This design comes from an exercise in tuning for small area on the open sky130 flow, not from production work.
At most, simulation tests tie the RTL to the original design; equivalence was not proved.
No functional check of the RTL was part of runs 2 to 4.
Power is estimated from default activity; no workload was simulated.

$ cat flow/config.mk
export PLATFORM = sky130hd
export DESIGN_NAME = axi_lite_wrapper
export DESIGN_NICKNAME = axi_lite_wrapper
export VERILOG_FILES = /design/flow/design.v
export SDC_FILE = /design/flow/constraint.sdc
export NUM_CORES = 4
export LEC_CHECK = 0
export CAP_MARGIN = 20
export CORE_MARGIN = 2
export CORE_UTILIZATION = 40
export SLEW_MARGIN = 20
$ cat flow/constraint.sdc
create_clock -name core_clock -period 5.0 [get_ports {m00_axi_aclk}]
set_input_delay 1.0000 -clock core_clock [delete_from_list [all_inputs] [get_ports {m00_axi_aclk}]]
set_output_delay 1.0000 -clock core_clock [all_outputs]
set_load 0.01 [all_outputs]
$ cat flow/run.sh
#!/bin/bash
# synth_recipe.tcl (not shown) runs the flow's synth.tcl, then flattens the netlist and writes it again
# the make line also repeats each setting of config.mk as NAME=value (left out here)
make -C /OpenROAD-flow-scripts/flow DESIGN_CONFIG=/design/flow/config.mk WORK_HOME=/design/flow/orfs CLKGATE_MAP_FILE= SYNTH_SCRIPT=/design/flow/synth_recipe.tcl finish
$ cat flow/design.v
`timescale 1 ns / 1 ps
module axi_lite_wrapper_master_lite_v1_0_M00_AXI (
	input  wire          INIT_AXI_READ,
	input  wire          INIT_AXI_WRITE,
	input  wire          INIT_AXI_TXN,
	output reg           ERROR,
	output wire          TXN_DONE,
	input  wire          M_AXI_ACLK,
	input  wire          M_AXI_ARESETN,
	output wire [15 : 2] M_AXI_AWADDR,
	output reg           M_AXI_AWVALID,
	input  wire          M_AXI_AWREADY,
	output wire [31 : 0] M_AXI_WDATA,
	output reg           M_AXI_WVALID,
	input  wire          M_AXI_WREADY,
	input  wire [1 : 0]  M_AXI_BRESP,
	input  wire          M_AXI_BVALID,
	output reg           M_AXI_BREADY,
	output wire [15 : 2] M_AXI_ARADDR,
	output reg           M_AXI_ARVALID,
	input  wire          M_AXI_ARREADY,
	input  wire [1 : 0]  M_AXI_RRESP,
	input  wire          M_AXI_RVALID,
	output reg           M_AXI_RREADY
);
	reg         init_txn_ff, init_txn_ff2;
	reg         init_read_ff, init_read_ff2;
	reg         init_write_ff, init_write_ff2;
	reg  [1:0]  mst_exec_state;    
	reg         writes_done, reads_done, error_reg;
	reg  [15:2] axi_awaddr, axi_araddr;
	reg  [9:0]  write_index;
	reg  [10:0] read_index;
	wire rst   = !M_AXI_ARESETN;
	wire txn_p = init_txn_ff & !init_txn_ff2;
	wire rd_p  = init_read_ff & !init_read_ff2;
	wire wr_p  = init_write_ff & !init_write_ff2;
	wire clr   = rst | txn_p;
	wire mst_wr = !mst_exec_state[1] & mst_exec_state[0];
	wire mst_rd = mst_exec_state[1] & !mst_exec_state[0];
	wire last_w  = &write_index;
	wire w_done  = M_AXI_WVALID & M_AXI_WREADY & (M_AXI_AWREADY | !M_AXI_AWVALID);
	wire b_hs    = M_AXI_BREADY & M_AXI_BVALID;
	wire r_hs    = M_AXI_RREADY & M_AXI_RVALID;
	assign M_AXI_AWADDR = axi_awaddr;
	assign M_AXI_ARADDR = axi_araddr;
	assign M_AXI_WDATA  = {22'h2A8000, write_index};
	assign TXN_DONE     = writes_done | reads_done;
	always @(posedge M_AXI_ACLK) begin
		if (rst) begin
			init_txn_ff <= 1'b0; init_txn_ff2 <= 1'b0;
			init_read_ff <= 1'b0; init_read_ff2 <= 1'b0;
			init_write_ff <= 1'b0; init_write_ff2 <= 1'b0;
		end else begin
			init_txn_ff <= INIT_AXI_TXN; init_txn_ff2 <= init_txn_ff;
			init_read_ff <= INIT_AXI_READ; init_read_ff2 <= init_read_ff;
			init_write_ff <= INIT_AXI_WRITE; init_write_ff2 <= init_write_ff;
		end
	end
	always @(posedge M_AXI_ACLK) begin
		if (clr) begin
			M_AXI_AWVALID <= 1'b0;
			M_AXI_WVALID  <= 1'b0;
			M_AXI_BREADY  <= 1'b0;
			axi_awaddr    <= 14'd0;
			write_index   <= 10'd0;
		end else begin
			if (M_AXI_AWVALID & M_AXI_AWREADY)
				axi_awaddr <= axi_awaddr + 14'd1;
			if (w_done)
				write_index <= write_index + 10'd1;
			if (!M_AXI_WVALID) begin
				if (mst_wr) begin
					M_AXI_AWVALID <= 1'b1;
					M_AXI_WVALID  <= 1'b1;
				end else if (b_hs)
					M_AXI_BREADY <= 1'b0;
			end else if (M_AXI_AWVALID & !M_AXI_AWREADY) begin
				if (b_hs)
					M_AXI_BREADY <= 1'b0;
			end else if (M_AXI_AWVALID) begin
				M_AXI_AWVALID <= M_AXI_WREADY & !last_w;
				M_AXI_WVALID  <= !(M_AXI_WREADY & last_w);
				M_AXI_BREADY  <= M_AXI_WREADY;
			end else if (M_AXI_WREADY) begin
				M_AXI_AWVALID <= !last_w;
				M_AXI_WVALID  <= !last_w;
				M_AXI_BREADY  <= 1'b1;
			end
		end
	end
	always @(posedge M_AXI_ACLK) begin
		if (clr) begin
			M_AXI_ARVALID <= 1'b0;
			M_AXI_RREADY  <= 1'b0;
			axi_araddr    <= 14'd0;
			read_index    <= 11'd0;
		end else begin
			if (M_AXI_ARVALID) begin
				if (M_AXI_ARREADY) begin
					M_AXI_ARVALID <= 1'b0;
					M_AXI_RREADY  <= 1'b1;
					axi_araddr    <= axi_araddr + 14'd1;
				end
			end else if (M_AXI_RREADY) begin
				if (M_AXI_RVALID) begin
					M_AXI_RREADY  <= 1'b0;
					M_AXI_ARVALID <= mst_rd;
					read_index    <= mst_rd ? read_index + 11'd1 : 11'd0;
				end
			end else if (mst_rd)
				M_AXI_ARVALID <= 1'b1;
		end
	end
	always @(posedge M_AXI_ACLK) begin
		if (rst) begin
			mst_exec_state <= 2'b00;
			ERROR <= 1'b0;
		end else begin
			case (mst_exec_state)
				2'b00:
					if (wr_p) begin
						mst_exec_state <= 2'b01;
						ERROR <= 1'b0;
					end else if (rd_p) begin
						mst_exec_state <= 2'b10;
						ERROR <= 1'b0;
					end
				2'b01:
					if (writes_done) mst_exec_state <= 2'b00;
					else ERROR <= error_reg;
				2'b10:
					if (reads_done) mst_exec_state <= 2'b00;
					else ERROR <= error_reg;
				default:
					mst_exec_state <= 2'b00;
			endcase
		end
	end
	always @(posedge M_AXI_ACLK) begin
		if (clr) begin
			writes_done <= 1'b0;
			reads_done  <= 1'b0;
			error_reg   <= 1'b0;
		end else begin
			if (last_w & b_hs)
				writes_done <= 1'b1;
			if ((read_index == 11'd1023) & r_hs)
				reads_done <= 1'b1;
			if ((b_hs & M_AXI_BRESP[1]) | (r_hs & M_AXI_RRESP[1]))
				error_reg <= 1'b1;
		end
	end
endmodule
`timescale 1 ns / 1 ps
module axi_lite_wrapper (
	input  wire          m00_axi_read,
	input  wire          m00_axi_write,
	input  wire          m00_axi_init_axi_txn,
	output wire          m00_axi_error,
	output wire          m00_axi_txn_done,
	input  wire          m00_axi_aclk,
	input  wire          m00_axi_aresetn,
	output wire [15 : 2] m00_axi_awaddr,
	output wire          m00_axi_awvalid,
	input  wire          m00_axi_awready,
	output wire [31 : 0] m00_axi_wdata,
	output wire          m00_axi_wvalid,
	input  wire          m00_axi_wready,
	input  wire [1 : 0]  m00_axi_bresp,
	input  wire          m00_axi_bvalid,
	output wire          m00_axi_bready,
	output wire [15 : 2] m00_axi_araddr,
	output wire          m00_axi_arvalid,
	input  wire          m00_axi_arready,
	input  wire [31 : 0] m00_axi_rdata,
	input  wire [1 : 0]  m00_axi_rresp,
	input  wire          m00_axi_rvalid,
	output wire          m00_axi_rready
);
	axi_lite_wrapper_master_lite_v1_0_M00_AXI core (
		.INIT_AXI_READ(m00_axi_read),
		.INIT_AXI_WRITE(m00_axi_write),
		.INIT_AXI_TXN(m00_axi_init_axi_txn),
		.ERROR(m00_axi_error),
		.TXN_DONE(m00_axi_txn_done),
		.M_AXI_ACLK(m00_axi_aclk),
		.M_AXI_ARESETN(m00_axi_aresetn),
		.M_AXI_AWADDR(m00_axi_awaddr),
		.M_AXI_AWVALID(m00_axi_awvalid),
		.M_AXI_AWREADY(m00_axi_awready),
		.M_AXI_WDATA(m00_axi_wdata),
		.M_AXI_WVALID(m00_axi_wvalid),
		.M_AXI_WREADY(m00_axi_wready),
		.M_AXI_BRESP(m00_axi_bresp),
		.M_AXI_BVALID(m00_axi_bvalid),
		.M_AXI_BREADY(m00_axi_bready),
		.M_AXI_ARADDR(m00_axi_araddr),
		.M_AXI_ARVALID(m00_axi_arvalid),
		.M_AXI_ARREADY(m00_axi_arready),
		.M_AXI_RRESP(m00_axi_rresp),
		.M_AXI_RVALID(m00_axi_rvalid),
		.M_AXI_RREADY(m00_axi_rready)
	);
endmodule
==> results by group, run 1 <==
Status
  • Status: timing/DRC/antenna clean

Floorplan
  • Die X: 93.01 µm
  • Die area: 8651 µm²
  • Core footprint: 7687 µm²
  • Row count: 32
  • Boundary pin count: 113
  • Starting Density: 0.4123
  • Die H: 93.01 µm

Timing
  • Relative slew margins: 0.4265
  • Clock skew: 0.01101 ns
  • Final worst slack: 2.351 ns
  • Slew at the pin closest to its max-slew limit: 0.8569 ns
  • Setup violators final: 0
  • Hold Slack: 0.4613 ns
  • F_max: 377.4 MHz
  • Final period util: 0.5299
  • RSZ-0062 raised after global routing: no
  • Setup TNS: 0 ns
  • Minimum clock period: 2.649 ns
  • Final Slew Violations: 0
  • Final hold violations: 0

Placement
  • Gpl congestion: 0.7536
  • PortBufs: 56
  • Dpl hpwl: 4.638 mm
  • DP Worst Slack: 1.955 ns
  • Placed cell areas: 3706 µm²

Pwr
  • Total power: 1.156 mW
  • P_sw: 0.2807 mW
  • Cell leakage power: 1.433 nW
  • Sequential fraction of design power: 0.476
  • Sw frac: 0.2427
  • Combinational Power Share: 0.096
  • Clock power frac: 0.428
  • Internal: 0.8758 mW
  • PwrDens: 294.6 nW/µm²
  • Worst ir drop on vdd: 122.9 µV

Hold path
  • HP Class: flip-flop to flip-flop

Worst setup path
  • CP required: 5.26 ns
  • Worst Path Arrival: 2.91 ns
  • Startpoint types: input pin
  • Reg-to-reg slack, setup: 3.14 ns
  • Kind of critical path: input pin to flip-flop
  • Critical path cell sequence: clkdlybuf4s50_1 -> o21ai_4 -> buf_4 -> or4_1 -> o21ai_0
  • Slowest CP cell: clkdlybuf4s50_1
  • Crit end category: flip-flop
  • Worst-path maximum fanout: 31
  • Worst stage delay on the critical path: 0.68 ns

Routing
  • Drt total wl: 6.566 mm
  • DRT antenna net count: 0
  • TritonRoute pass-1 iters: 4
  • DRC errors left: 0
  • Via-per-instance ratio: 5.034
  • Vias: 2628
  • Number of DRC markers in iteration 0: 92
  • Avg WL per Cell: 12.58 µm

Global routing
  • Global-route wire length before repair: 11.14 mm
  • Antenna violations before repair: 0
  • Vias in the first global route: 2377
  • GRT overflow: 0
  • Overall routing resource usage: 0.1597
  • Largest net degree at the start of global routing: 32

Run
  • Maxcap violations: 0

Clock tree
  • Worst-path clk slew: 0.07 ns
  • Hold-fix buffers, CTS: 0
  • CTS sink cnt: 66
  • CTS root buffer: clkbuf_8
  • Post-CTS Setup Inserts: 0
  • CTS buffer count: 9
  • Clk latency of the worst-skew pair: 0.34 ns
  • CTS tree: built
  • H-tree depth: 3
  • CTS max path bufs: 2
  • # resized after CTS: 0

Cells and area
  • Most common cell after layout, fill and taps aside: dfxtp_1
  • Fillers: 777
  • ANT cells: 0
  • Final instance area: 3925 µm²
  • Layout cells sized above 1: 0.06667
  • Synth-to-Final Area Change: 23.85%
  • Final #Nets: 469
  • Most frequent cells in the layout: 66 x dfxtp_1, 56 x clkdlybuf4s50_1, 36 x nor2_1
  • Top flop regs: core.axi_araddr x14, core.axi_awaddr x14, core.read_index x11

Synth
  • Sequential fraction of the synthesis area: 0.4169
  • Mapped Cells: 362
  • Netlist Area Pre-Place: 3169 µm²
  • Yosys warns: 1
  • #FFs+latches synth: 66
  • Post-synth ARST share: 0
  • EDFF count, synth: 0
  • Post-Syn Area per Cell: 8.755 µm²
  • Number of different library cells in the post-synthesis netlist: 53
  • Top_reg_cell synth: dfxtp_1
[critical path, delay by kind of cell]
| kind | cells | cell delay [ns] |
|---|---|---|
| buffers and inverters | 2 | 1.00 |
| AOI/OAI and AO/OA | 2 | 0.40 |
| and+or+nand+nor | 1 | 0.50 |
[power by group through the flow]
stage / Clock (mW) / Sequential (mW) / Combinational, mW
finish: 0.495 / 0.550 / 0.111
floorplan: 0 / 0.558 / 0.0921
global route: 0.535 / 0.552 / 0.124
detailed placement: 0 / 0.563 / 0.110
CTS: 0.510 / 0.550 / 0.111
global placement: 0 / 0.562 / 0.109
[logic make-up after synthesis]
family / count (synthesis) / synth area share
simple gates: 154 / 0.2685
flops: 66 / 0.4169
compound gates: 60 / 0.1121
buf+inv: 43 / 0.08686
xor+xnor: 26 / 0.07185
fa+ha+maj: 8 / 0.03158
mux: 3 / 0.009870
other cells: 2 / 0.002370
[layout make-up]
| cell class | instances | area [µm²] | share of cell area |
|---|---|---|---|
| inverters | 8 | 30.03 | 0.007651 |
| repair buffers | 57 | 568.0 | 0.1447 |
| multi-input cells | 273 | 1659 | 0.4227 |
| clock buffers | 11 | 141.4 | 0.03602 |
| flip-flops and latches | 66 | 1321 | 0.3366 |
| clock inverters | 5 | 77.57 | 0.01976 |
| well taps | 102 | 127.6 | 0.03252 |
[cell usage after synthesis (6+ instances only)]
| cell type | instances | area [µm²] |
|---|---|---|
| xor2_1 | 20 | 175.2 |
| or3_1 | 10 | 62.56 |
| and3_1 | 7 | 43.79 |
| o21ai_0 | 19 | 95.09 |
| and2_1 | 8 | 50.05 |
| buf_2 | 6 | 30.03 |
| a21oi_1 | 21 | 105.1 |
| ha_1 | 8 | 100.1 |
| nand4_1 | 13 | 81.33 |
| nand3_1 | 22 | 110.1 |
| nor2_1 | 36 | 135.1 |
| buf_4 | 23 | 172.7 |
| and4_1 | 7 | 61.31 |
| dfxtp_1 | 66 | 1321 |
| nand2_1 | 22 | 82.58 |
| inv_1 | 8 | 30.03 |
| xnor2_1 | 6 | 52.55 |
[metal layers]
metal / part of all wire / track usage / vias to the layer above
li1: - / - / 1341
met1: 0.47 / 0.2112 / 1204
met2: 0.46 / 0.2518 / 69
met3: 0.046 / 0.03868 / 14
met4: 0.019 / 0.06250 / 0
met5: 0 / 0 / -
[through the flow]
step / utilization / cells
2_1_floorplan: - / 382
3_3_place_gp: 0.4821 / 506
3_5_place_dp: 0.4821 / 506
4_1_cts: 0.5106 / 522
5_1_grt: 0.5106 / 522
6_report: 0.5106 / 522
[worst paths after layout]
check,startpoint,end,depth (start not counted)
worst min-delay path,core.init_txn_ff,core.init_txn_ff2,1
worst max register to register,core.mst_exec_state[0],core.read_index[10],5
worst max-delay path,m00_axi_aresetn,core.read_index[5],5
worst min register to register,core.init_txn_ff,core.init_txn_ff2,1
==> inputs of run 2 (changes only) <==
--- a/flow/design.v
+++ b/flow/design.v
@@ -1,3 +1,20 @@
 `timescale 1 ns / 1 ps
+module axi_lite_ripple_cnt #(parameter integer W = 14) (
+	input  wire         clk,
+	input  wire         clr,
+	input  wire         inc,
+	output reg  [W-1:0] q
+);
+	wire [W:0] t;
+	assign t[0] = inc;
+	genvar i;
+	generate
+		for (i = 0; i < W; i = i + 1) begin : bit_
+			assign t[i+1] = t[i] & q[i];
+			always @(posedge clk)
+				q[i] <= ~clr & (q[i] ^ t[i]);
+		end
+	endgenerate
+endmodule
 module axi_lite_wrapper_master_lite_v1_0_M00_AXI (
 	input  wire          INIT_AXI_READ,
@@ -29,7 +46,5 @@
 	reg  [1:0]  mst_exec_state;    
 	reg         writes_done, reads_done, error_reg;
-	reg  [15:2] axi_awaddr, axi_araddr;
-	reg  [9:0]  write_index;
-	reg  [10:0] read_index;
+	wire [9:0]  write_index, read_index;
 	wire rst   = !M_AXI_ARESETN;
 	wire txn_p = init_txn_ff & !init_txn_ff2;
@@ -43,6 +58,12 @@
 	wire b_hs    = M_AXI_BREADY & M_AXI_BVALID;
 	wire r_hs    = M_AXI_RREADY & M_AXI_RVALID;
-	assign M_AXI_AWADDR = axi_awaddr;
-	assign M_AXI_ARADDR = axi_araddr;
+	axi_lite_ripple_cnt #(14) awaddr_cnt (
+		.clk(M_AXI_ACLK), .clr(clr), .inc(M_AXI_AWVALID & M_AXI_AWREADY), .q(M_AXI_AWADDR));
+	axi_lite_ripple_cnt #(14) araddr_cnt (
+		.clk(M_AXI_ACLK), .clr(clr), .inc(M_AXI_ARVALID & M_AXI_ARREADY), .q(M_AXI_ARADDR));
+	axi_lite_ripple_cnt #(10) windex_cnt (
+		.clk(M_AXI_ACLK), .clr(clr), .inc(w_done), .q(write_index));
+	axi_lite_ripple_cnt #(10) rindex_cnt (
+		.clk(M_AXI_ACLK), .clr(clr | (r_hs & !mst_rd)), .inc(r_hs), .q(read_index));
 	assign M_AXI_WDATA  = {22'h2A8000, write_index};
 	assign TXN_DONE     = writes_done | reads_done;
@@ -63,11 +84,5 @@
 			M_AXI_WVALID  <= 1'b0;
 			M_AXI_BREADY  <= 1'b0;
-			axi_awaddr    <= 14'd0;
-			write_index   <= 10'd0;
-		end else begin
-			if (M_AXI_AWVALID & M_AXI_AWREADY)
-				axi_awaddr <= axi_awaddr + 14'd1;
-			if (w_done)
-				write_index <= write_index + 10'd1;
+		end else begin
 			if (!M_AXI_WVALID) begin
 				if (mst_wr) begin
@@ -94,6 +109,4 @@
 			M_AXI_ARVALID <= 1'b0;
 			M_AXI_RREADY  <= 1'b0;
-			axi_araddr    <= 14'd0;
-			read_index    <= 11'd0;
 		end else begin
 			if (M_AXI_ARVALID) begin
@@ -101,5 +114,4 @@
 					M_AXI_ARVALID <= 1'b0;
 					M_AXI_RREADY  <= 1'b1;
-					axi_araddr    <= axi_araddr + 14'd1;
 				end
 			end else if (M_AXI_RREADY) begin
@@ -107,5 +119,4 @@
 					M_AXI_RREADY  <= 1'b0;
 					M_AXI_ARVALID <= mst_rd;
-					read_index    <= mst_rd ? read_index + 11'd1 : 11'd0;
 				end
 			end else if (mst_rd)
@@ -146,5 +157,5 @@
 			if (last_w & b_hs)
 				writes_done <= 1'b1;
-			if ((read_index == 11'd1023) & r_hs)
+			if ((&read_index) & r_hs)
 				reads_done <= 1'b1;
 			if ((b_hs & M_AXI_BRESP[1]) | (r_hs & M_AXI_RRESP[1]))
==> flow/flow/run.sh (new file) <==
#!/bin/bash
set -euo pipefail
bash standard.sh \
  "BUFFER_PORTS_ARGS=-buffer_cell sky130_fd_sc_hd__buf_1" \
  "CTS_ARGS=-sink_clustering_enable -repair_clock_nets -dont_use_dummy_load" \
  finish > standard.log 2>&1
==> flow/standard.sh (new file) <==
#!/bin/bash
# synth_recipe.tcl (not shown) runs the flow's synth.tcl, then flattens the netlist and writes it again
# the make line also repeats each setting of config.mk as NAME=value (left out here)
make -C /OpenROAD-flow-scripts/flow DESIGN_CONFIG=/design/flow/config.mk WORK_HOME=/design/flow/orfs CLKGATE_MAP_FILE= SYNTH_SCRIPT=/design/flow/synth_recipe.tcl "${@:-finish}"
removed: flow/run.sh
==> run 2 against run 1 <==
Still clean on timing, DRC and antenna; worst setup slack worse by 1.0 ns; global-route usage decreased by 2.2 points; count of clock-buffer cells in the layout is 2 lower; critical path depth increased by 11; combinational power increased by 15%; register-to-register slack worse by 1.4 ns; worst hold slack is essentially flat; sequential share of layout area rose by 6.4 points; cell area fell by 17%; first-iteration DRC count down 32%; total power is 13% lower; clock skew increased by 0.0087 ns; critical path type unchanged.
==> results by group, run 2 <==
Status
  • Status: timing/DRC/antenna clean

Synth
  • Ranking of synthesized cells by area: dfxtp_1 45%, ha_1 21%, and3_1 7.5%, buf_4 6.2%, and2_1 3.9%
  • Post-synth ARST share: 0
  • Top_reg_cell synth: dfxtp_1
  • Number of different library cells in the post-synthesis netlist: 41
  • Count leader, synth: dfxtp_1
  • Yosys warns: 3
  • Cell taking the most area after synthesis: dfxtp_1
  • Netlist Area Pre-Place: 2914 µm²
  • EDFF count, synth: 0
  • Top cell type's share of synthesized area: 0.4465
  • Mapped Cells: 270
  • Top cell types by occurrence after synthesis: 65 x dfxtp_1, 48 x ha_1, 35 x and3_1
  • Post-Syn Area per Cell: 10.79 µm²
  • Sequential fraction of the synthesis area: 0.4465
  • #FFs+latches synth: 65

Routing
  • TritonRoute pass-1 iters: 4
  • Vias: 1951
  • Via-per-instance ratio: 4.591
  • Number of DRC markers in iteration 0: 63
  • DRC errors left: 0
  • DRT antenna net count: 0
  • Avg WL per Cell: 11.93 µm
  • Drt total wl: 5.072 mm

Worst setup path
  • Startpoint types: input pin
  • Reg-to-reg slack, setup: 1.75 ns
  • Worst-path maximum fanout: 2
  • Worst R2R Path Depth: 15
  • Kind of critical path: input pin to flip-flop
  • Worst Path Arrival: 3.88 ns
  • Crit end category: flip-flop
  • CP required: 5.22 ns

Cells and area
  • Top flop regs: core.araddr_cnt.q x14, core.awaddr_cnt.q x14
  • Fillers: 727
  • Final Non-Filler Cells: 425
  • ANT cells: 0
  • Area of the multi-input gates: 1454 µm²
  • Finished Core Util: 0.4555
  • Most common cell after layout, fill and taps aside: dfxtp_1
  • Final #Nets: 422
  • Final instance area: 3251 µm²
  • Synth-to-Final Area Change: 11.55%
  • Layout cells sized above 1: 0.05521
  • Most frequent cells in the layout: 65 x dfxtp_1, 56 x buf_1, 48 x ha_1, 35 x and3_1, 22 x conb_1
  • Sequential cell area: 1301 µm²

Placement
  • Gpl congestion: 0.7369
  • Placed cell areas: 3127 µm²
  • PortBufs: 56
  • DP Worst Slack: 1.009 ns
  • Placed cell count: 416
  • Dpl hpwl: 3.620 mm

Timing
  • Minimum clock period: 3.654 ns
  • Hold Slack: 0.4610 ns
  • Clock skew: 0.01967 ns
  • Setup violators final: 0
  • RSZ-0062 raised after global routing: no
  • Final period util: 0.7308
  • Final hold violations: 0
  • Final Slew Violations: 0
  • Final worst slack: 1.346 ns
  • Setup TNS: 0 ns
  • F_max: 273.7 MHz

Floorplan
  • Boundary pin count: 113
  • Starting Density: 0.4083
  • Die area: 7983 µm²
  • Die H: 89.35 µm
  • Core footprint: 7137 µm²
  • Row count: 31
  • Die X: 89.35 µm

Global routing
  • Antenna violations before repair: 0
  • GRT overflow: 0
  • Vias in the first global route: 1783
  • Overall routing resource usage: 0.1377
  • Largest net degree at the start of global routing: 51
  • Global-route wire length before repair: 8.121 mm

Clock tree
  • CTS sink cnt: 65
  • # resized after CTS: 0
  • Worst-path clk slew: 0.05 ns
  • Hold-fix buffers, CTS: 0
  • Post-CTS Setup Inserts: 0
  • Clk latency of the worst-skew pair: 0.34 ns
  • CTS root buffer: clkbuf_8
  • CTS buffer count: 9
  • CTS max path bufs: 2
  • CTS tree: built
  • H-tree depth: 3

Hold path
  • HP Class: flip-flop to flip-flop
  • Hold depth: 2

Pwr
  • Cell leakage power: 1.676 nW
  • PwrDens: 309.9 nW/µm²
  • Worst ir drop on vdd: 197.7 µV
  • Total power: 1.007 mW

Run
  • Maxcap violations: 0
==> run 2: cell count changes after synthesis, moves of 7 or more <==
| cell | before | now |
|---|---|---|
| a21oi_1 | 21 | 4 |
| nand3_1 | 22 | 4 |
| nand2_1 | 22 | 5 |
| or3_1 | 10 | 0 |
| nor2_1 | 36 | 7 |
| o21ai_0 | 19 | 0 |
| ha_1 | 8 | 48 |
| and2_1 | 8 | 18 |
| and3_1 | 7 | 35 |
| xor2_1 | 20 | 0 |
| and4_1 | 7 | 0 |
| nand4_1 | 13 | 5 |
==> run 2: routing by layer <==
metal  global-route usage  vias up  wire length [µm]
li1                     -     1004                 -
met1               0.1621      885              2464
met2               0.2242       55              2269
met3              0.05078        7               257
met4              0.06106        0                80
met5                    0        -                 0
==> run 2: power by group <==
part | internal, mW | switching [mW]
clock network | 0.160 | 0.170
registers | 0.534 | 0.0157
logic | 0.0524 | 0.0753
==> run 2: cell type report <==
class	instances	area share
inverters	6	0.006928
repair buffers	58	0.06928
multi-input cells	188	0.4473
clock buffers	9	0.03811
well taps	99	0.03811
flip-flops and latches	65	0.4003
==> run 2: worst paths after layout <==
check | startpoint | end
setup / recovery | m00_axi_arready | core.araddr_cnt.q[12]
setup reg to reg | core.M_AXI_ARVALID | core.araddr_cnt.q[12]
hold reg to reg | core.ERROR | core.ERROR
hold / removal | core.ERROR | core.ERROR
==> run 2: critical path, cell delays in order <==
cell and delay [ns]:
buf_1 0.07, and2_1 0.21, ha_1 0.21, ha_1 0.18, ha_1 0.18, ha_1 0.18
ha_1 0.17, ha_1 0.19, ha_1 0.19, ha_1 0.18, ha_1 0.18, ha_1 0.18
ha_1 0.18, ha_1 0.18, ha_1 0.26, and3_1 0.16
==> run 2: kinds of logic (layout without fill, tap and decap cells) <==
family | Yosys count | count (layout) | share of synthesized area
simple gates | 95 | 95 | 0.1984
fa+ha+maj | 48 | 48 | 0.2061
flops | 65 | 65 | 0.4465
compound gates | 17 | 17 | 0.04723
buf+inv | 37 | 73 | 0.08029
mux | 2 | 2 | 0.006870
other cells | 2 | 22 | 0.002577
xor+xnor | 4 | 4 | 0.01202
==> inputs of run 3 (changes only) <==
==> flow/flow/run.sh (replaced) <==
#!/bin/bash
set -euo pipefail
bash standard.sh \
  "BUFFER_PORTS_ARGS=-buffer_cell sky130_fd_sc_hd__buf_1" \
  "CTS_ARGS=-repair_clock_nets -dont_use_dummy_load -buf_list {sky130_fd_sc_hd__clkbuf_16}" \
  finish > standard.log 2>&1
==> run 3 against run 2 <==
Clock skew decreased by 0.0059 ns; cell count did not move; largest cell class unchanged; maximum frequency about the same; sequential share of layout area fell by 1.2 points.
==> results by group, run 3 <==
Placement
  • Dpl hpwl: 3.620 mm
  • DP Worst Slack: 1.009 ns
  • Gpl congestion: 0.7369
  • PortBufs: 56

Hold path
  • HP Class: flip-flop to flip-flop
  • WHS Endpoint: core.ERROR
  • Hold depth: 2
  • Worst hold start: core.ERROR

Clock tree
  • Clk latency of the worst-skew pair: 0.33 ns
  • Hold-fix buffers, CTS: 0
  • CTS sink cnt: 65
  • CTS root buffer: clkbuf_16
  • CTS max path bufs: 2
  • H-tree depth: 3
  • CTS buffer count: 9
  • # resized after CTS: 0
  • Worst-path clk slew: 0.04 ns
  • CTS tree: built
  • Post-CTS Setup Inserts: 0

Cells and area
  • Final #Nets: 422
  • Most frequent cells in the layout: 65 x dfxtp_1, 56 x buf_1, 48 x ha_1, 35 x and3_1, 22 x conb_1
  • Most common cell after layout, fill and taps aside: dfxtp_1
  • Layout cells sized above 1: 0.05521
  • Top flop regs: core.araddr_cnt.q x14, core.awaddr_cnt.q x14
  • Fillers: 721
  • Synth-to-Final Area Change: 15.03%
  • ANT cells: 0

Routing
  • TritonRoute pass-1 iters: 4
  • Number of DRC markers in iteration 0: 51
  • Vias: 1950
  • Drt total wl: 5.072 mm
  • Avg WL per Cell: 11.93 µm
  • DRT antenna net count: 0
  • Via-per-instance ratio: 4.588
  • DRC errors left: 0

Global routing
  • Overall routing resource usage: 0.1373
  • Vias in the first global route: 1775
  • Global-route wire length before repair: 8.093 mm
  • GRT overflow: 0
  • Largest net degree at the start of global routing: 51
  • Antenna violations before repair: 0

Worst setup path
  • Worst stage delay on the critical path: 0.26 ns
  • Worst R2R End: core.araddr_cnt.q[12]
  • Crit end category: flip-flop
  • RR Startpoint: core.M_AXI_ARVALID
  • Critical path cell sequence: buf_1 -> and2_1 -> ha_1 -> ha_1 -> ha_1 -> ha_1 -> ha_1 -> ha_1 -> ha_1 -> ha_1 -> ha_1 -> ha_1 -> ha_1 -> ha_1 -> ha_1 -> and3_1
  • Worst-path maximum fanout: 2
  • Kind of critical path: input pin to flip-flop
  • Reg-to-reg slack, setup: 1.77 ns
  • Worst R2R Path Depth: 15
  • CP dominant cell by count: ha_1
  • Worst Path Arrival: 3.86 ns
  • CP required: 5.21 ns
  • Slowest CP cell: ha_1
  • Startpoint types: input pin

Pwr
  • Worst ir drop on vdd: 229.6 µV
  • Total power: 1.183 mW
  • PwrDens: 352.8 nW/µm²
  • Cell leakage power: 1.722 nW

Synth
  • EDFF count, synth: 0
  • Cell taking the most area after synthesis: dfxtp_1
  • Netlist Area Pre-Place: 2914 µm²
  • Count leader, synth: dfxtp_1
  • Number of different library cells in the post-synthesis netlist: 41
  • Top cell types by occurrence after synthesis: 65 x dfxtp_1, 48 x ha_1, 35 x and3_1
  • Mapped Cells: 270
  • Sequential fraction of the synthesis area: 0.4465
  • Yosys warns: 3
  • Top_reg_cell synth: dfxtp_1
  • #FFs+latches synth: 65
  • Top cell type's share of synthesized area: 0.4465
  • Post-synth ARST share: 0
  • Ranking of synthesized cells by area: dfxtp_1 45%, ha_1 21%, and3_1 7.5%, buf_4 6.2%, and2_1 3.9%
  • Post-Syn Area per Cell: 10.79 µm²

Timing
  • Final period util: 0.7304
  • Final Slew Violations: 0
  • Minimum clock period: 3.652 ns
  • Setup TNS: 0 ns
  • F_max: 273.8 MHz
  • Clock skew: 0.01382 ns
  • Final hold violations: 0
  • Final worst slack: 1.348 ns
  • Setup violators final: 0
  • RSZ-0062 raised after global routing: no

Floorplan
  • Die area: 7983 µm²
  • Core footprint: 7137 µm²
  • Boundary pin count: 113
  • Row count: 31
  • Die H: 89.35 µm
  • Die X: 89.35 µm
  • Starting Density: 0.4083

Run
  • Maxcap violations: 0

Status
  • Status: timing/DRC/antenna clean
-- run 3: cell type report --
| class | count | area [µm²] | area share |
|---|---|---|---|
| Clock buffer | 9 | 225.2 | 0.06719 |
| Timing Repair Buffer | 58 | 225.2 | 0.06719 |
| Multi-Input combinational cell | 188 | 1454 | 0.4337 |
| Sequential cell | 65 | 1301 | 0.3882 |
| Tap cell | 99 | 123.9 | 0.03695 |
| Inverter | 6 | 22.52 | 0.006719 |
-- run 3: cell families (layout without fill, tap and decap cells) --
group	count (synthesis)	in the layout	share of synthesized area
AO/OA/AOI/OAI	17	17	0.04723
XOR/XNOR	4	4	0.01202
adder cells (fa/ha/maj)	48	48	0.2061
buffers and inverters	37	73	0.08029
flip-flops	65	65	0.4465
multiplexers	2	2	0.006870
other	2	22	0.002577
AND/OR/NAND/NOR	95	95	0.1984
-- run 3: how the worst max path moves through the flow --
stage | startpoint | endpoint | slack, ns | cells past startpoint
after floorplan | m00_axi_arready | core.araddr_cnt.q[12] | 1.28 | 15
after global placement | m00_axi_awready | core.awaddr_cnt.q[12] | 1.00 | 16
after detailed placement | m00_axi_awready | core.awaddr_cnt.q[12] | 1.01 | 16
after CTS | m00_axi_arready | core.araddr_cnt.q[12] | 1.32 | 16
after global routing | m00_axi_arready | core.araddr_cnt.q[12] | 1.23 | 16
final | m00_axi_arready | core.araddr_cnt.q[12] | 1.35 | 16
-- run 3: power breakdown --
part	switching [mW]	total [mW]	leakage (nW)	internal [mW]
combinational	0.0755	0.128	1.09	0.0525
sequential	0.0157	0.551	0.525	0.536
clock	0.190	0.503	0.111	0.313
total	0.281	1.18	1.72	0.902
-- run 3: critical path: cells and delay by family --
| family | cells | cell delay, ns |
|---|---|---|
| fa+ha+maj | 13 | 2.45 |
| simple gates | 2 | 0.36 |
| buf+inv | 1 | 0.07 |
-- run 3: per-stage QoR --
stage                     instance area (µm²)  hold WS (ns)    util  cells
after global placement                   3127        0.4498  0.4381    416
final                                    3352        0.4574  0.4697    425
after CTS                                3352        0.4601  0.4697    425
after global routing                     3352        0.4757  0.4697    425
after detailed placement                 3127        0.4523  0.4381    416
after floorplan                          2989        0.4473       -    290
-- run 3: layer usage --
metal / up-vias / track usage / wire length (µm)
li1: 1008 / - / -
met1: 879 / 0.1615 / 2473
met2: 55 / 0.2195 / 2225
met3: 8 / 0.05910 / 284
met4: 0 / 0.05699 / 89
met5: - / 0 / 0
==> inputs of run 4 (changes only) <==
==> flow/flow/run.sh (replaced) <==
#!/bin/bash
set -euo pipefail
bash standard.sh \
  "BUFFER_PORTS_ARGS=-buffer_cell sky130_fd_sc_hd__buf_1" \
  "CTS_ARGS=-sink_clustering_enable -sink_clustering_size 40 -sink_clustering_max_diameter 200 -repair_clock_nets -dont_use_dummy_load -buf_list {sky130_fd_sc_hd__clkbuf_4 sky130_fd_sc_hd__clkbuf_8}" \
  finish > standard.log 2>&1
==> run 4 against run 3 <==
Still clean on timing, DRC and antenna; sequential cell count is the same; first-iteration DRC count grew 24%; core utilization shrank 1.4 points; via count is essentially flat; count of clock-buffer cells in the layout is the same; wire length is the same; critical path type unchanged; critical endpoint unchanged.
==> results by group, run 4 <==
Routing
  • Via-per-instance ratio: 4.591
  • Avg WL per Cell: 11.93 µm
  • DRT antenna net count: 0
  • Number of DRC markers in iteration 0: 63
  • Vias: 1951
  • DRC errors left: 0
  • Drt total wl: 5.072 mm
  • TritonRoute pass-1 iters: 4

Worst setup path
  • Slowest CP cell: ha_1
  • Worst Path Arrival: 3.88 ns
  • Crit path buf inv count: 1
  • Crit end category: flip-flop
  • Critical path cell sequence: buf_1 -> and2_1 -> ha_1 -> ha_1 -> ha_1 -> ha_1 -> ha_1 -> ha_1 -> ha_1 -> ha_1 -> ha_1 -> ha_1 -> ha_1 -> ha_1 -> ha_1 -> and3_1
  • Reg-to-reg slack, setup: 1.75 ns
  • Startpoint types: input pin
  • Worst stage delay on the critical path: 0.26 ns
  • CP required: 5.22 ns
  • CP dominant cell by count: ha_1
  • Worst-path maximum fanout: 2
  • Kind of critical path: input pin to flip-flop
  • Delay-heaviest family, CP: adder cells

Synth
  • Ranking of synthesized cells by area: dfxtp_1 45%, ha_1 21%, and3_1 7.5%, buf_4 6.2%, and2_1 3.9%
  • Top cell type's share of synthesized area: 0.4465
  • Yosys warns: 3
  • #FFs+latches synth: 65
  • Post-Syn Area per Cell: 10.79 µm²
  • Post-synth ARST share: 0
  • Mapped Cells: 270
  • Netlist Area Pre-Place: 2914 µm²
  • Cell taking the most area after synthesis: dfxtp_1
  • Top cell types by occurrence after synthesis: 65 x dfxtp_1, 48 x ha_1, 35 x and3_1
  • Number of different library cells in the post-synthesis netlist: 41
  • Count leader, synth: dfxtp_1
  • Sequential fraction of the synthesis area: 0.4465
  • Top_reg_cell synth: dfxtp_1
  • EDFF count, synth: 0

Clock tree
  • CTS buffer count: 9
  • Worst-path clk slew: 0.05 ns
  • H-tree depth: 3
  • CTS sink cnt: 65
  • CTS tree: built
  • # resized after CTS: 0
  • Clk latency of the worst-skew pair: 0.34 ns
  • CTS root buffer: clkbuf_8
  • Hold-fix buffers, CTS: 0
  • CTS max path bufs: 2
  • Post-CTS Setup Inserts: 0

Cells and area
  • ANT cells: 0
  • Synth-to-Final Area Change: 11.55%
  • Finished Core Util: 0.4555
  • Most frequent cells in the layout: 65 x dfxtp_1, 56 x buf_1, 48 x ha_1, 35 x and3_1, 22 x conb_1
  • Final #Nets: 422
  • Most common cell after layout, fill and taps aside: dfxtp_1
  • Top flop regs: core.araddr_cnt.q x14, core.awaddr_cnt.q x14
  • Layout cells sized above 1: 0.05521

Global routing
  • Vias in the first global route: 1783
  • Largest net degree at the start of global routing: 51
  • Global-route wire length before repair: 8.121 mm
  • GRT overflow: 0
  • Antenna violations before repair: 0
  • Overall routing resource usage: 0.1377

Floorplan
  • Die X: 89.35 µm
  • Boundary pin count: 113
  • Die H: 89.35 µm
  • Die area: 7983 µm²
  • Core footprint: 7137 µm²
  • Row count: 31
  • Starting Density: 0.4083

Placement
  • DP Worst Slack: 1.009 ns
  • Dpl hpwl: 3.620 mm
  • PortBufs: 56
  • Gpl congestion: 0.7369

Timing
  • Final hold violations: 0
  • Final worst slack: 1.346 ns
  • Final Slew Violations: 0
  • Setup violators final: 0
  • Setup TNS: 0 ns
  • F_max: 273.7 MHz
  • Final period util: 0.7308
  • Minimum clock period: 3.654 ns
  • Clock skew: 0.01967 ns
  • RSZ-0062 raised after global routing: no

Hold path
  • HP Class: flip-flop to flip-flop

Pwr
  • PwrDens: 309.9 nW/µm²
  • Worst ir drop on vdd: 197.7 µV
  • Cell leakage power: 1.676 nW

Status
  • Status: timing/DRC/antenna clean

Run
  • Maxcap violations: 0
-- run 4: report_power, final --
group	switching [mW]	internal (mW)
sequential	0.0157	0.534
clock	0.170	0.160
combinational	0.0753	0.0524
-- run 4: worst reg2reg max path, cell delays in order (launching register included) --
cell and delay, ns:
dfxtp_1 0.34, and2_1 0.20, ha_1 0.21, ha_1 0.18, ha_1 0.18, ha_1 0.18, ha_1 0.18, ha_1 0.19
ha_1 0.19, ha_1 0.18, ha_1 0.18, ha_1 0.18, ha_1 0.18, ha_1 0.18, ha_1 0.26, and3_1 0.16
-- run 4: cell type report --
class	count	area (µm²)
fillers	727	3886
multi-input cells	188	1454
flip-flops and latches	65	1301
repair buffers	58	225.2
clock buffers	9	123.9
well taps	99	123.9
inverters	6	22.52
-- run 4: cells by family (layout without fill, tap and decap cells) --
group | Yosys count | count (layout) | share of synthesized area
and+or+nand+nor | 95 | 95 | 0.1984
AOI/OAI and AO/OA | 17 | 17 | 0.04723
buffers and inverters | 37 | 73 | 0.08029
xor gates and xnor gates | 4 | 4 | 0.01202
DFF | 65 | 65 | 0.4465
other | 2 | 22 | 0.002577
adders and majority gates | 48 | 48 | 0.2061
muxes | 2 | 2 | 0.006870
-- run 4: final timing paths --
check | from | to | cells past startpoint
hold reg to reg | core.ERROR | core.ERROR | 2
setup / recovery | m00_axi_arready | core.araddr_cnt.q[12] | 16
hold / removal | core.ERROR | core.ERROR | 2
setup reg to reg | core.M_AXI_ARVALID | core.araddr_cnt.q[12] | 15
-- run 4: stage by stage --
stage / hold slack (ns) / power (mW) / std cells / area (µm²)
final: 0.4610 / 1.007 / 425 / 3251
after global routing: 0.4770 / 1.063 / 425 / 3251
after CTS: 0.4613 / 1.023 / 425 / 3251
after detailed placement: 0.4523 / 0.6903 / 416 / 3127
after global placement: 0.4498 / 0.6869 / 416 / 3127
after floorplan: 0.4473 / 0.6691 / 290 / 2989
-- run 4: per-layer routing --
metal	GRT usage	share of wire
met1	0.1621	0.49
met2	0.2242	0.45
met3	0.05078	0.051
met4	0.06106	0.016
met5	0	0

-- static timing again, ports no longer ideal --
Ports are ideal in the flow. The routed layouts listed here were re-timed in OpenROAD. Step 1 (the two cells are an assumption about what drives the block):
set clk [get_ports {m00_axi_aclk}]
set_driving_cell -lib_cell sky130_fd_sc_hd__clkbuf_16 $clk
set_driving_cell -lib_cell sky130_fd_sc_hd__buf_2 [delete_from_list [all_inputs] $clk]
Step 2 also shifts input and output timing later by t, the mid clock arrival at the registers, as if the neighbouring blocks saw the same clock. a / b / c = no drivers / after step 1 / after step 2; a / b = the first two.
run	shift t [ns]	setup slack, ns	latest minus earliest clock arrival (ns)	pins driven straight from the clock port
run 1	0.368	2.351 / 2.359 / 1.990	0.011 / 0.011	1
run 2	0.358	1.346 / 1.354 / 0.996	0.020 / 0.020	1
run 3	0.350	1.348 / 1.361 / 1.011	0.014 / 0.014	1
run 4	0.358	1.346 / 1.354 / 0.996	0.020 / 0.020	1
After both steps setup and hold are still met in every run listed. For run 1, which loses most, drivers alone change the setup slack by +0.008 ns; drivers and shift together by -0.361 ns.
